Background: an optimization exercise with open tools, aiming at small area. Do not read the settings as production practice. RTL that was checked went through simulation tests only; none was proved equivalent to the original. No activity file was given, so power comes from the tool's default toggle rates.

==> job 9324 <==
Design core, start of the top module:
module core #(
    parameter XLEN = 32,
    parameter FLEN = 32,
    parameter RESET_PC = 32'h4000_0000
) (
    input                       i_clk,
    input                       i_rst_n,
    output  logic   [XLEN-1:0]  o_instr_addr,
    input           [XLEN-1:0]  i_instr_data,
    output  logic   [XLEN-1:0]  o_data_addr,
    input           [XLEN-1:0]  i_data_rd_data,
    output  logic   [XLEN-1:0]  o_data_wr_data,
    output  logic   [1:0]       o_data_mask,
    output  logic               o_data_wr_en,
    output  logic               o_data_out_ready,
    output  logic               o_data_in_valid,
    output  logic   [7:0]       o_data_in
);
    logic [31:0] pc_curr;
    logic [1:0]  rst_cnt;            
    logic [31:2] id_instr, ex_instr;
    logic        id_v, ex_v;
    logic [31:0] wb_result;
    logic [4:0]  wb_rd;
    logic        wb_we, wb_load;
    logic [2:0]  wb_f3;
    logic [2:0]  frm;
    logic [4:0]  fflags;
    logic [7:0]  data_in_q;
  ...
Settings: LEC_CHECK=0, CAP_MARGIN=20, CORE_MARGIN=2, CORE_UTILIZATION=25, PLACE_DENSITY=0.4, SLEW_MARGIN=20; clock period 300.0 ns.
run.sh (not shown) runs the stock make flow with config.mk's settings and CLKGATE_MAP_FILE= SYNTH_SCRIPT=/design/flow/synth_recipe.tcl, a recipe that flattens the netlist after the stock synthesis.
==> job 9001: changes against job 9324 <==
--- a/flow/design.v
+++ b/flow/design.v
@@ -1,12 +1,12 @@
 module mdu_array (
     input  logic [31:0] b,       
     input  logic [31:0] en,      
     input  logic [31:0] inj,     
     input  logic        divm,
-    input  logic [31:0] z,       
+    input  logic [31:0] cin,     
     output logic [31:0] lo,      
     output logic [31:0] hi,      
     output logic [31:0] q        
 );
     logic [31:0] xn [0:32];
     logic [31:0] h1, h2;
@@ -15,18 +15,18 @@
     generate
         for (i = 31; i >= 0; i = i - 1) begin : row
             logic [31:0] x, y, s;
             logic [32:0] c;
             assign x = {xn[i+1][30:0], inj[i]};
             assign y = b & {32{en[i]}};
-            assign c[0] = divm;
+            assign c[0] = cin[i];
             for (k = 0; k < 32; k = k + 1) begin : bitk
                 assign s[k] = x[k] ^ y[k] ^ c[k];
                 assign c[k+1] = (x[k] & y[k]) | (c[k] & (x[k] ^ y[k]));
             end
-            assign q[i] = divm & z[i] & c[32-i];
+            assign q[i] = divm & c[32-i];
             for (k = 0; k < 32; k = k + 1) begin : nxt
                 if (k <= 31 - i) begin : d
                     assign xn[i][k] = (divm & ~q[i]) ? x[k] : s[k];
                 end else begin : m
                     assign xn[i][k] = s[k];
                 end
@@ -38,12 +38,24 @@
         end
     endgenerate
     assign h2[31] = 1'b0;
     assign lo = xn[0];
     assign hi = h1 + h2;
 endmodule
+module prefix_or (
+    input  logic [31:0] x,
+    output logic [31:0] po
+);
+    assign po[0] = 1'b0;
+    genvar k;
+    generate
+        for (k = 1; k < 32; k = k + 1) begin : p
+            assign po[k] = po[k-1] | x[k-1];
+        end
+    endgenerate
+endmodule
 module multiplier_unit (
     input  logic [31:0] i_a,         
     input  logic [31:0] i_b,         
     input  logic [2:0]  i_funct3,
     input  logic        i_shift,     
     input  logic        i_sra,
@@ -57,87 +69,143 @@
     assign divm  = ~i_shift & i_funct3[2];
     assign sa    = ~i_shift & i_a[31] & (i_funct3[2] ? ~i_funct3[0] : (i_funct3[1] ^ i_funct3[0]));
     assign sb    = ~i_shift & i_b[31] & (i_funct3[2] ? ~i_funct3[0] : (~i_funct3[1] & i_funct3[0]));
     assign sra_s = i_shift & i_sra & i_a[31];
     assign right = i_shift & i_funct3[2];
     assign inva  = sa | sra_s;
-    assign am = (i_a ^ {32{inva}}) + {31'b0, sa};
-    assign bm = (i_b ^ {32{sb}}) + {31'b0, sb};
-    assign sh = right ? ~i_shamt : i_shamt;
+    logic [31:0] poa, pob, pos;
+    prefix_or u_poa (.x(i_a), .po(poa));
+    prefix_or u_pob (.x(i_b), .po(pob));
+    assign am = i_a ^ ({32{inva}} & (poa | {32{~sa}}));
+    assign bm = i_b ^ ({32{sb}} & pob);
+    assign sh = right ? (~i_shamt + 5'd1) : i_shamt;
     assign onehot = 32'b1 << sh;
     assign barr = i_shift ? onehot : (bm ^ {32{divm}});
     assign z[0] = 1'b1;
     genvar i;
     generate
         for (i = 1; i < 32; i = i + 1) begin : zz
             assign z[i] = ~|bm[31:32-i];
         end
     endgenerate
     mdu_array u_arr (
         .b    (barr),
-        .en   (am | {32{divm}}),
+        .en   (divm ? z : am),
         .inj  (am & {32{divm}}),
         .divm (divm),
-        .z    (z),
+        .cin  (z & {32{divm}}),
         .lo   (lo),
         .hi   (hi),
         .q    (q)
     );
     always_comb begin
         if (i_shift) begin
-            sel = right ? {hi[30:0], lo[31]} : lo;
+            sel = (right & |i_shamt) ? hi : lo;
             neg = sra_s;
             cin = 1'b0;
         end else begin
             case (i_funct3)
                 3'b000:                 begin sel = lo; neg = 1'b0;            cin = 1'b0; end
                 3'b001, 3'b010, 3'b011: begin sel = hi; neg = sa ^ sb;         cin = (sa ^ sb) & ~|lo; end
                 3'b100, 3'b101:         begin sel = q;  neg = (sa ^ sb) & |i_b; cin = (sa ^ sb) & |i_b; end
                 default:                begin sel = lo; neg = sa;              cin = sa; end
             endcase
         end
     end
-    assign o_result = (sel ^ {32{neg}}) + {31'b0, cin};
+    prefix_or u_pos (.x(sel), .po(pos));
+    assign o_result = sel ^ ({32{neg}} & (pos | {32{~cin}}));
+endmodule
+module rca #(parameter int W = 32) (
+    input  logic [W-1:0] a,
+    input  logic [W-1:0] b,
+    input  logic         ci,
+    output logic [W-1:0] s,
+    output logic         co
+);
+    logic [W:0] c;
+    assign c[0] = ci;
+    genvar k;
+    generate
+        for (k = 0; k < W; k = k + 1) begin : bitk
+            assign s[k]   = a[k] ^ b[k] ^ c[k];
+            assign c[k+1] = (a[k] & b[k]) | (c[k] & (a[k] ^ b[k]));
+        end
+    endgenerate
+    assign co = c[W];
+endmodule
+module inc_rc #(parameter int W = 32) (
+    input  logic [W-1:0] a,
+    input  logic         ci,
+    output logic [W-1:0] s
+);
+    logic [W:0] c;
+    assign c[0] = ci;
+    genvar k;
+    generate
+        for (k = 0; k < W; k = k + 1) begin : bitk
+            assign s[k]   = a[k] ^ c[k];
+            assign c[k+1] = a[k] & c[k];
+        end
+    endgenerate
+endmodule
+module dec_rc #(parameter int W = 32) (
+    input  logic [W-1:0] a,
+    output logic [W-1:0] s
+);
+    logic [W:0] bo;
+    assign bo[0] = 1'b1;
+    genvar k;
+    generate
+        for (k = 0; k < W; k = k + 1) begin : bitk
+            assign s[k]    = a[k] ^ bo[k];
+            assign bo[k+1] = ~a[k] & bo[k];
+        end
+    endgenerate
 endmodule
 module register_file (
     input  logic        i_clk,
     input  logic        i_rst_n,
-    input  logic [4:0]  i_rs1,
-    input  logic [4:0]  i_rs2,
-    input  logic [4:0]  i_rd,
+    input  logic [4:0]  i_id_rs1,        
+    input  logic [4:0]  i_id_rs2,
+    input  logic [4:0]  i_ex_rd,         
+    input  logic        i_ex_reg_write,  
+    input  logic [4:0]  i_rd,            
     input  logic [31:0] i_rd_din,
     input  logic        i_reg_write,
-    output logic [31:0] o_rs1_dout,
+    output logic [31:0] o_rs1_dout,      
     output logic [31:0] o_rs2_dout
 );
     logic [31:0] rf [1:31];
-    logic [31:1] valid;
-    logic [31:1] we;
-    logic [31:1] sel1, sel2;
-    logic        fwd1, fwd2;
+    logic [31:1] valid, we, valid_nx;
+    logic [31:1] sel1, sel2;             
+    logic        fwd1, fwd2;             
+    logic        fwd1_nx, fwd2_nx;
     genvar k;
     generate
         for (k = 1; k < 32; k = k + 1) begin : w
             assign we[k] = i_reg_write & (i_rd == k);
+            assign valid_nx[k] = valid[k] | we[k];
             always_ff @(posedge i_clk) begin
                 if (we[k]) rf[k] <= i_rd_din;
             end
             always_ff @(posedge i_clk or negedge i_rst_n) begin
                 if (~i_rst_n) valid[k] <= 1'b0;
-                else if (we[k]) valid[k] <= 1'b1;
+                else          valid[k] <= valid_nx[k];
             end
         end
     endgenerate
-    assign fwd1 = i_reg_write & (i_rd != 5'd0) & (i_rd == i_rs1);
-    assign fwd2 = i_reg_write & (i_rd != 5'd0) & (i_rd == i_rs2);
-    generate
-        for (k = 1; k < 32; k = k + 1) begin : s
-            assign sel1[k] = valid[k] & ~fwd1 & (i_rs1 == k);
-            assign sel2[k] = valid[k] & ~fwd2 & (i_rs2 == k);
+    assign fwd1_nx = i_ex_reg_write & (i_ex_rd == i_id_rs1);
+    assign fwd2_nx = i_ex_reg_write & (i_ex_rd == i_id_rs2);
+    always_ff @(posedge i_clk) begin
+        fwd1 <= fwd1_nx;
+        fwd2 <= fwd2_nx;
+        for (int j = 1; j < 32; j = j + 1) begin
+            sel1[j] <= valid_nx[j] & ~fwd1_nx & (i_id_rs1 == j);
+            sel2[j] <= valid_nx[j] & ~fwd2_nx & (i_id_rs2 == j);
         end
-    endgenerate
+    end
     always_comb begin
         o_rs1_dout = {32{fwd1}} & i_rd_din;
         o_rs2_dout = {32{fwd2}} & i_rd_din;
         for (int j = 1; j < 32; j = j + 1) begin
             o_rs1_dout = o_rs1_dout | ({32{sel1[j]}} & rf[j]);
             o_rs2_dout = o_rs2_dout | ({32{sel2[j]}} & rf[j]);
@@ -171,12 +239,13 @@
     logic        wb_we, wb_load;
     logic [2:0]  wb_f3;
     logic [2:0]  frm;
     logic [4:0]  fflags;
     logic [7:0]  data_in_q;
     logic        data_in_valid_q, data_out_ready_q;
+    logic        reg_write;
     logic [31:0] ins;
     assign ins = {ex_instr, 2'b11};
     logic [2:0] f3;
     logic [4:0] rd, rs1, rs2;
     assign f3  = ins[14:12];
     assign rd  = ins[11:7];
@@ -210,33 +279,38 @@
             imm = {{20{ins[31]}}, ins[31:20]};
     end
     logic [31:0] rd_din, rs1v, rs2v;
     register_file rf (
         .i_clk       (i_clk),
         .i_rst_n     (i_rst_n),
-        .i_rs1       (rs1),
-        .i_rs2       (rs2),
+        .i_id_rs1    (id_instr[19:15]),
+        .i_id_rs2    (id_instr[24:20]),
+        .i_ex_rd     (rd),
+        .i_ex_reg_write (reg_write),
         .i_rd        (wb_rd),
         .i_rd_din    (rd_din),
         .i_reg_write (wb_we),
         .o_rs1_dout  (rs1v),
         .o_rs2_dout  (rs2v)
     );
     logic ex_pcz;
     logic [31:0] pc_m8, ex_pc, link;
     assign ex_pcz = (rst_cnt == 2'd2);
-    assign pc_m8  = pc_curr - 32'd8;
-    assign ex_pc  = ex_pcz ? 32'd0 : pc_m8 - 32'd4;
+    logic [31:2] pc_m12;
+    assign pc_m8[2:0] = pc_curr[2:0];
+    dec_rc #(29) u_m8  (.a(pc_curr[31:3]), .s(pc_m8[31:3]));
+    dec_rc #(30) u_m12 (.a(pc_m8[31:2]),   .s(pc_m12));
+    assign ex_pc  = ex_pcz ? 32'd0 : {pc_m12, pc_curr[1:0]};
     assign link   = ex_pcz ? 32'd4 : pc_m8;
     logic [31:0] op2, alu_b, alu_res;
     logic [32:0] sum;
     logic        sub, ltu, lt, eq;
     assign op2   = (op_op | op_branch) ? rs2v : imm;
     assign sub   = op_branch | ((op_op | op_opimm) & f3[1] & ~f3[2]) | (op_op & (f3 == 3'b000) & ins[30]);
     assign alu_b = op2 ^ {32{sub}};
-    assign sum   = {1'b0, rs1v} + {1'b0, alu_b} + {32'b0, sub};
+    rca #(32) u_alu (.a(rs1v), .b(alu_b), .ci(sub), .s(sum[31:0]), .co(sum[32]));
     assign ltu   = ~sum[32];
     assign lt    = (rs1v[31] ^ op2[31]) ? rs1v[31] : ltu;
     assign eq    = ~|sum[31:0];
     always_comb begin
         case (f3)
             3'b010:  alu_res = {31'b0, lt};
@@ -256,16 +330,20 @@
         .i_sra    (ins[30]),
         .i_shamt  (op_op ? rs2v[4:0] : rs2),
         .o_result (mdu_res)
     );
     logic [31:0] tgt;
     logic        cond, taken;
-    assign tgt   = ((op_jalr | op_load | op_store) ? rs1v : ex_pc) + imm;
+    logic tgt_co;
+    rca #(32) u_tgt (.a((op_jalr | op_load | op_store) ? rs1v : ex_pc), .b(imm), .ci(1'b0), .s(tgt), .co(tgt_co));
     assign cond  = (f3[2] ? (f3[1] ? ltu : lt) : eq) ^ f3[0];
     assign taken = ex_v & (op_jal | op_jalr | (op_branch & cond));
     assign o_instr_addr = taken ? tgt : pc_curr;
+    logic [31:0] pc_next;
+    assign pc_next[1:0] = o_instr_addr[1:0];
+    inc_rc #(30) u_pc4 (.a(o_instr_addr[31:2]), .ci(1'b1), .s(pc_next[31:2]));
     logic mem_write, uart_w, uart_r;
     assign mem_write = ex_v & op_store;
     assign uart_w    = mem_write & (tgt == 32'h8000_0008);
     assign uart_r    = ex_v & op_load & (tgt == 32'h8000_0004);
     assign o_data_addr    = tgt;
     assign o_data_wr_data = rs2v;
@@ -303,21 +381,23 @@
             if (a_ff | a_fcsr) fflags <= csr_wdata[4:0];
             if (a_frm)         frm    <= csr_wdata[2:0];
             else if (a_fcsr)   frm    <= csr_wdata[7:5];
         end
     end
     logic [31:0] ex_result;
-    logic        reg_write;
+    logic [31:0] other_result;
+    logic        use_mdu;
     always_comb begin
-        if (op_jal | op_jalr)          ex_result = link;
-        else if (op_lui)               ex_result = imm;
-        else if (op_auipc)             ex_result = tgt;
-        else if (op_system)            ex_result = csr_rdata;
-        else if (muldiv | is_shift)    ex_result = mdu_res;
-        else                           ex_result = alu_res;
+        if (op_jal | op_jalr)          other_result = link;
+        else if (op_lui)               other_result = imm;
+        else if (op_auipc)             other_result = tgt;
+        else if (op_system)            other_result = csr_rdata;
+        else                           other_result = alu_res;
     end
+    assign use_mdu   = muldiv | is_shift;
+    assign ex_result = use_mdu ? mdu_res : other_result;
     assign reg_write = ex_v & (rd != 5'd0) &
                        (op_op | op_opimm | op_load | op_jal | op_jalr | op_auipc | op_lui |
                         (op_system & (f3[1:0] != 2'b00)));
     logic [31:0] ld;
     always_comb begin
         case (wb_f3[1:0])
@@ -332,13 +412,13 @@
             pc_curr <= RESET_PC;
             rst_cnt <= 2'd0;
             id_v    <= 1'b0;
             ex_v    <= 1'b0;
             wb_we   <= 1'b0;
         end else begin
-            pc_curr <= o_instr_addr + 32'd4;
+            pc_curr <= pc_next;
             if (rst_cnt != 2'd3) rst_cnt <= rst_cnt + 2'd1;
             id_v    <= ~taken;
             ex_v    <= id_v & ~taken;
             wb_we   <= reg_write;
         end
     end
==> flow/flow/run.sh (new file) <==
#!/bin/bash
export BUFFER_PORTS_ARGS="-buffer_cell sky130_fd_sc_hd__buf_1"
export CTS_ARGS="-sink_clustering_enable -repair_clock_nets -buf_list sky130_fd_sc_hd__clkbuf_4 -sink_clustering_size 8 -sink_clustering_max_diameter 40 -dont_use_dummy_load"
bash standard.sh > standard_flow.log 2>&1
==> flow/standard.sh (new file) <==
#!/bin/bash
# synth_recipe.tcl (not shown) runs the flow's synth.tcl, then flattens the netlist and writes it again
# the make line also repeats each setting of config.mk as NAME=value (left out here)
make -C /OpenROAD-flow-scripts/flow DESIGN_CONFIG=/design/flow/config.mk WORK_HOME=/design/flow/orfs CLKGATE_MAP_FILE= SYNTH_SCRIPT=/design/flow/synth_recipe.tcl "${@:-finish}"
- CORE_UTILIZATION: 25 -> 50
- CTS_BUF_LIST: not set -> sky130_fd_sc_hd__clkbuf_4
- PLACE_DENSITY: 0.4 -> 0.6
removed: flow/run.sh
==> job 5646: changes against job 9324 <==
--- a/flow/design.v
+++ b/flow/design.v
@@ -95,49 +95,101 @@
                 default:                begin sel = lo; neg = sa;              cin = sa; end
             endcase
         end
     end
     assign o_result = (sel ^ {32{neg}}) + {31'b0, cin};
 endmodule
+module rca #(parameter int W = 32) (
+    input  logic [W-1:0] a,
+    input  logic [W-1:0] b,
+    input  logic         ci,
+    output logic [W-1:0] s,
+    output logic         co
+);
+    logic [W:0] c;
+    assign c[0] = ci;
+    genvar k;
+    generate
+        for (k = 0; k < W; k = k + 1) begin : bitk
+            assign s[k]   = a[k] ^ b[k] ^ c[k];
+            assign c[k+1] = (a[k] & b[k]) | (c[k] & (a[k] ^ b[k]));
+        end
+    endgenerate
+    assign co = c[W];
+endmodule
+module inc_rc #(parameter int W = 32) (
+    input  logic [W-1:0] a,
+    input  logic         ci,
+    output logic [W-1:0] s
+);
+    logic [W:0] c;
+    assign c[0] = ci;
+    genvar k;
+    generate
+        for (k = 0; k < W; k = k + 1) begin : bitk
+            assign s[k]   = a[k] ^ c[k];
+            assign c[k+1] = a[k] & c[k];
+        end
+    endgenerate
+endmodule
+module dec_rc #(parameter int W = 32) (
+    input  logic [W-1:0] a,
+    output logic [W-1:0] s
+);
+    logic [W:0] bo;
+    assign bo[0] = 1'b1;
+    genvar k;
+    generate
+        for (k = 0; k < W; k = k + 1) begin : bitk
+            assign s[k]    = a[k] ^ bo[k];
+            assign bo[k+1] = ~a[k] & bo[k];
+        end
+    endgenerate
+endmodule
 module register_file (
     input  logic        i_clk,
     input  logic        i_rst_n,
-    input  logic [4:0]  i_rs1,
-    input  logic [4:0]  i_rs2,
-    input  logic [4:0]  i_rd,
+    input  logic [4:0]  i_id_rs1,        
+    input  logic [4:0]  i_id_rs2,
+    input  logic [4:0]  i_ex_rd,         
+    input  logic        i_ex_reg_write,  
+    input  logic [4:0]  i_rd,            
     input  logic [31:0] i_rd_din,
     input  logic        i_reg_write,
-    output logic [31:0] o_rs1_dout,
+    output logic [31:0] o_rs1_dout,      
     output logic [31:0] o_rs2_dout
 );
     logic [31:0] rf [1:31];
-    logic [31:1] valid;
-    logic [31:1] we;
-    logic [31:1] sel1, sel2;
-    logic        fwd1, fwd2;
+    logic [31:1] valid, we, valid_nx;
+    logic [31:1] sel1, sel2;             
+    logic        fwd1, fwd2;             
+    logic        fwd1_nx, fwd2_nx;
     genvar k;
     generate
         for (k = 1; k < 32; k = k + 1) begin : w
             assign we[k] = i_reg_write & (i_rd == k);
+            assign valid_nx[k] = valid[k] | we[k];
             always_ff @(posedge i_clk) begin
                 if (we[k]) rf[k] <= i_rd_din;
             end
             always_ff @(posedge i_clk or negedge i_rst_n) begin
                 if (~i_rst_n) valid[k] <= 1'b0;
-                else if (we[k]) valid[k] <= 1'b1;
+                else          valid[k] <= valid_nx[k];
             end
         end
     endgenerate
-    assign fwd1 = i_reg_write & (i_rd != 5'd0) & (i_rd == i_rs1);
-    assign fwd2 = i_reg_write & (i_rd != 5'd0) & (i_rd == i_rs2);
-    generate
-        for (k = 1; k < 32; k = k + 1) begin : s
-            assign sel1[k] = valid[k] & ~fwd1 & (i_rs1 == k);
-            assign sel2[k] = valid[k] & ~fwd2 & (i_rs2 == k);
+    assign fwd1_nx = i_ex_reg_write & (i_ex_rd == i_id_rs1);
+    assign fwd2_nx = i_ex_reg_write & (i_ex_rd == i_id_rs2);
+    always_ff @(posedge i_clk) begin
+        fwd1 <= fwd1_nx;
+        fwd2 <= fwd2_nx;
+        for (int j = 1; j < 32; j = j + 1) begin
+            sel1[j] <= valid_nx[j] & ~fwd1_nx & (i_id_rs1 == j);
+            sel2[j] <= valid_nx[j] & ~fwd2_nx & (i_id_rs2 == j);
         end
-    endgenerate
+    end
     always_comb begin
         o_rs1_dout = {32{fwd1}} & i_rd_din;
         o_rs2_dout = {32{fwd2}} & i_rd_din;
         for (int j = 1; j < 32; j = j + 1) begin
             o_rs1_dout = o_rs1_dout | ({32{sel1[j]}} & rf[j]);
             o_rs2_dout = o_rs2_dout | ({32{sel2[j]}} & rf[j]);
@@ -171,12 +223,13 @@
     logic        wb_we, wb_load;
     logic [2:0]  wb_f3;
     logic [2:0]  frm;
     logic [4:0]  fflags;
     logic [7:0]  data_in_q;
     logic        data_in_valid_q, data_out_ready_q;
+    logic        reg_write;
     logic [31:0] ins;
     assign ins = {ex_instr, 2'b11};
     logic [2:0] f3;
     logic [4:0] rd, rs1, rs2;
     assign f3  = ins[14:12];
     assign rd  = ins[11:7];
@@ -210,33 +263,38 @@
             imm = {{20{ins[31]}}, ins[31:20]};
     end
     logic [31:0] rd_din, rs1v, rs2v;
     register_file rf (
         .i_clk       (i_clk),
         .i_rst_n     (i_rst_n),
-        .i_rs1       (rs1),
-        .i_rs2       (rs2),
+        .i_id_rs1    (id_instr[19:15]),
+        .i_id_rs2    (id_instr[24:20]),
+        .i_ex_rd     (rd),
+        .i_ex_reg_write (reg_write),
         .i_rd        (wb_rd),
         .i_rd_din    (rd_din),
         .i_reg_write (wb_we),
         .o_rs1_dout  (rs1v),
         .o_rs2_dout  (rs2v)
     );
     logic ex_pcz;
     logic [31:0] pc_m8, ex_pc, link;
     assign ex_pcz = (rst_cnt == 2'd2);
-    assign pc_m8  = pc_curr - 32'd8;
-    assign ex_pc  = ex_pcz ? 32'd0 : pc_m8 - 32'd4;
+    logic [31:2] pc_m12;
+    assign pc_m8[2:0] = pc_curr[2:0];
+    dec_rc #(29) u_m8  (.a(pc_curr[31:3]), .s(pc_m8[31:3]));
+    dec_rc #(30) u_m12 (.a(pc_m8[31:2]),   .s(pc_m12));
+    assign ex_pc  = ex_pcz ? 32'd0 : {pc_m12, pc_curr[1:0]};
     assign link   = ex_pcz ? 32'd4 : pc_m8;
     logic [31:0] op2, alu_b, alu_res;
     logic [32:0] sum;
     logic        sub, ltu, lt, eq;
     assign op2   = (op_op | op_branch) ? rs2v : imm;
     assign sub   = op_branch | ((op_op | op_opimm) & f3[1] & ~f3[2]) | (op_op & (f3 == 3'b000) & ins[30]);
     assign alu_b = op2 ^ {32{sub}};
-    assign sum   = {1'b0, rs1v} + {1'b0, alu_b} + {32'b0, sub};
+    rca #(32) u_alu (.a(rs1v), .b(alu_b), .ci(sub), .s(sum[31:0]), .co(sum[32]));
     assign ltu   = ~sum[32];
     assign lt    = (rs1v[31] ^ op2[31]) ? rs1v[31] : ltu;
     assign eq    = ~|sum[31:0];
     always_comb begin
         case (f3)
             3'b010:  alu_res = {31'b0, lt};
@@ -256,16 +314,20 @@
         .i_sra    (ins[30]),
         .i_shamt  (op_op ? rs2v[4:0] : rs2),
         .o_result (mdu_res)
     );
     logic [31:0] tgt;
     logic        cond, taken;
-    assign tgt   = ((op_jalr | op_load | op_store) ? rs1v : ex_pc) + imm;
+    logic tgt_co;
+    rca #(32) u_tgt (.a((op_jalr | op_load | op_store) ? rs1v : ex_pc), .b(imm), .ci(1'b0), .s(tgt), .co(tgt_co));
     assign cond  = (f3[2] ? (f3[1] ? ltu : lt) : eq) ^ f3[0];
     assign taken = ex_v & (op_jal | op_jalr | (op_branch & cond));
     assign o_instr_addr = taken ? tgt : pc_curr;
+    logic [31:0] pc_next;
+    assign pc_next[1:0] = o_instr_addr[1:0];
+    inc_rc #(30) u_pc4 (.a(o_instr_addr[31:2]), .ci(1'b1), .s(pc_next[31:2]));
     logic mem_write, uart_w, uart_r;
     assign mem_write = ex_v & op_store;
     assign uart_w    = mem_write & (tgt == 32'h8000_0008);
     assign uart_r    = ex_v & op_load & (tgt == 32'h8000_0004);
     assign o_data_addr    = tgt;
     assign o_data_wr_data = rs2v;
@@ -303,13 +365,12 @@
             if (a_ff | a_fcsr) fflags <= csr_wdata[4:0];
             if (a_frm)         frm    <= csr_wdata[2:0];
             else if (a_fcsr)   frm    <= csr_wdata[7:5];
         end
     end
     logic [31:0] ex_result;
-    logic        reg_write;
     always_comb begin
         if (op_jal | op_jalr)          ex_result = link;
         else if (op_lui)               ex_result = imm;
         else if (op_auipc)             ex_result = tgt;
         else if (op_system)            ex_result = csr_rdata;
         else if (muldiv | is_shift)    ex_result = mdu_res;
@@ -332,13 +393,13 @@
             pc_curr <= RESET_PC;
             rst_cnt <= 2'd0;
             id_v    <= 1'b0;
             ex_v    <= 1'b0;
             wb_we   <= 1'b0;
         end else begin
-            pc_curr <= o_instr_addr + 32'd4;
+            pc_curr <= pc_next;
             if (rst_cnt != 2'd3) rst_cnt <= rst_cnt + 2'd1;
             id_v    <= ~taken;
             ex_v    <= id_v & ~taken;
             wb_we   <= reg_write;
         end
     end
==> run notes <==
Job 9001 produced a clean layout. Job 9324 finished clean. Job 5646 finished clean.
Between job 5646 and job 9001, the lower clock power is in job 9001 (gap 100%, measured against job 9001).
Sequential power is about the same in job 9001 and job 9324.
Sequential share of layout area, highest first: job 9001, job 5646, job 9324.
Via count: job 9324 > job 5646 > job 9001.
==> figures <==
quantity                                                             job 5646             job 9001             job 9324
Run status                                   no timing/DRC/antenna violations  no timing/DRC/antenna violations  no timing/DRC/antenna violations
Share of the final layout cell area in sequential cells                 0.293                0.330                0.272
Relative slew margins                                                   0.166               0.0733               0.0603
Routed wire length on met2                                             243 mm               210 mm               298 mm
Proportion of layout cells with a drive suffix above 1                  0.161                0.104                0.151
Fin cells                                                               16186                12792                17310
Synthesized netlist net count                                           11463                11350                12382
Critical hold path startpoint                            id_instr[27]$_DFF_P_  id_instr[9]$_DFF_P_  id_instr[6]$_DFF_P_
Chip height                                                            641 um               452 um               655 um
Final Cell Area                                                   121000 um^2          107000 um^2          125000 um^2
No functional check of the RTL was part of job 9324.

## separate check: timing with driven ports
No port has a modelled driver above. Below, the same layouts with a new extraction and two added sets of constraints. Step 1 (the two cells are an assumption about what drives the block):
set clk [get_ports {i_clk}]
set_driving_cell -lib_cell sky130_fd_sc_hd__clkbuf_16 $clk
set_driving_cell -lib_cell sky130_fd_sc_hd__buf_2 [delete_from_list [all_inputs] $clk]
Step 2 moves the port delays by t, midway between the first and last clock arrival at a register: inputs arrive t later, outputs are due t later. That takes back most of the time a late clock gives input paths. Three values: ideal ports, drivers, drivers and shift; two values: the first two.
run | shift t [ns] | setup WS [ns] | worst register clock-pin slew, ns | cell pins on the clock port's net
job 9324 | 0.942 | 6.297 / 6.313 / 5.371 | 0.08 / 0.08 | 1
job 9001 | 1.239 | 4.738 / 4.788 / 3.549 | 0.11 / 0.11 | 1
job 5646 | 0.906 | 6.264 / 6.312 / 5.406 | 0.07 / 0.07 | 1
After both steps every run listed still meets setup and hold. The setup slack of job 9001, which loses most, moves by +0.050 ns with the drivers and by -1.189 ns with both steps.
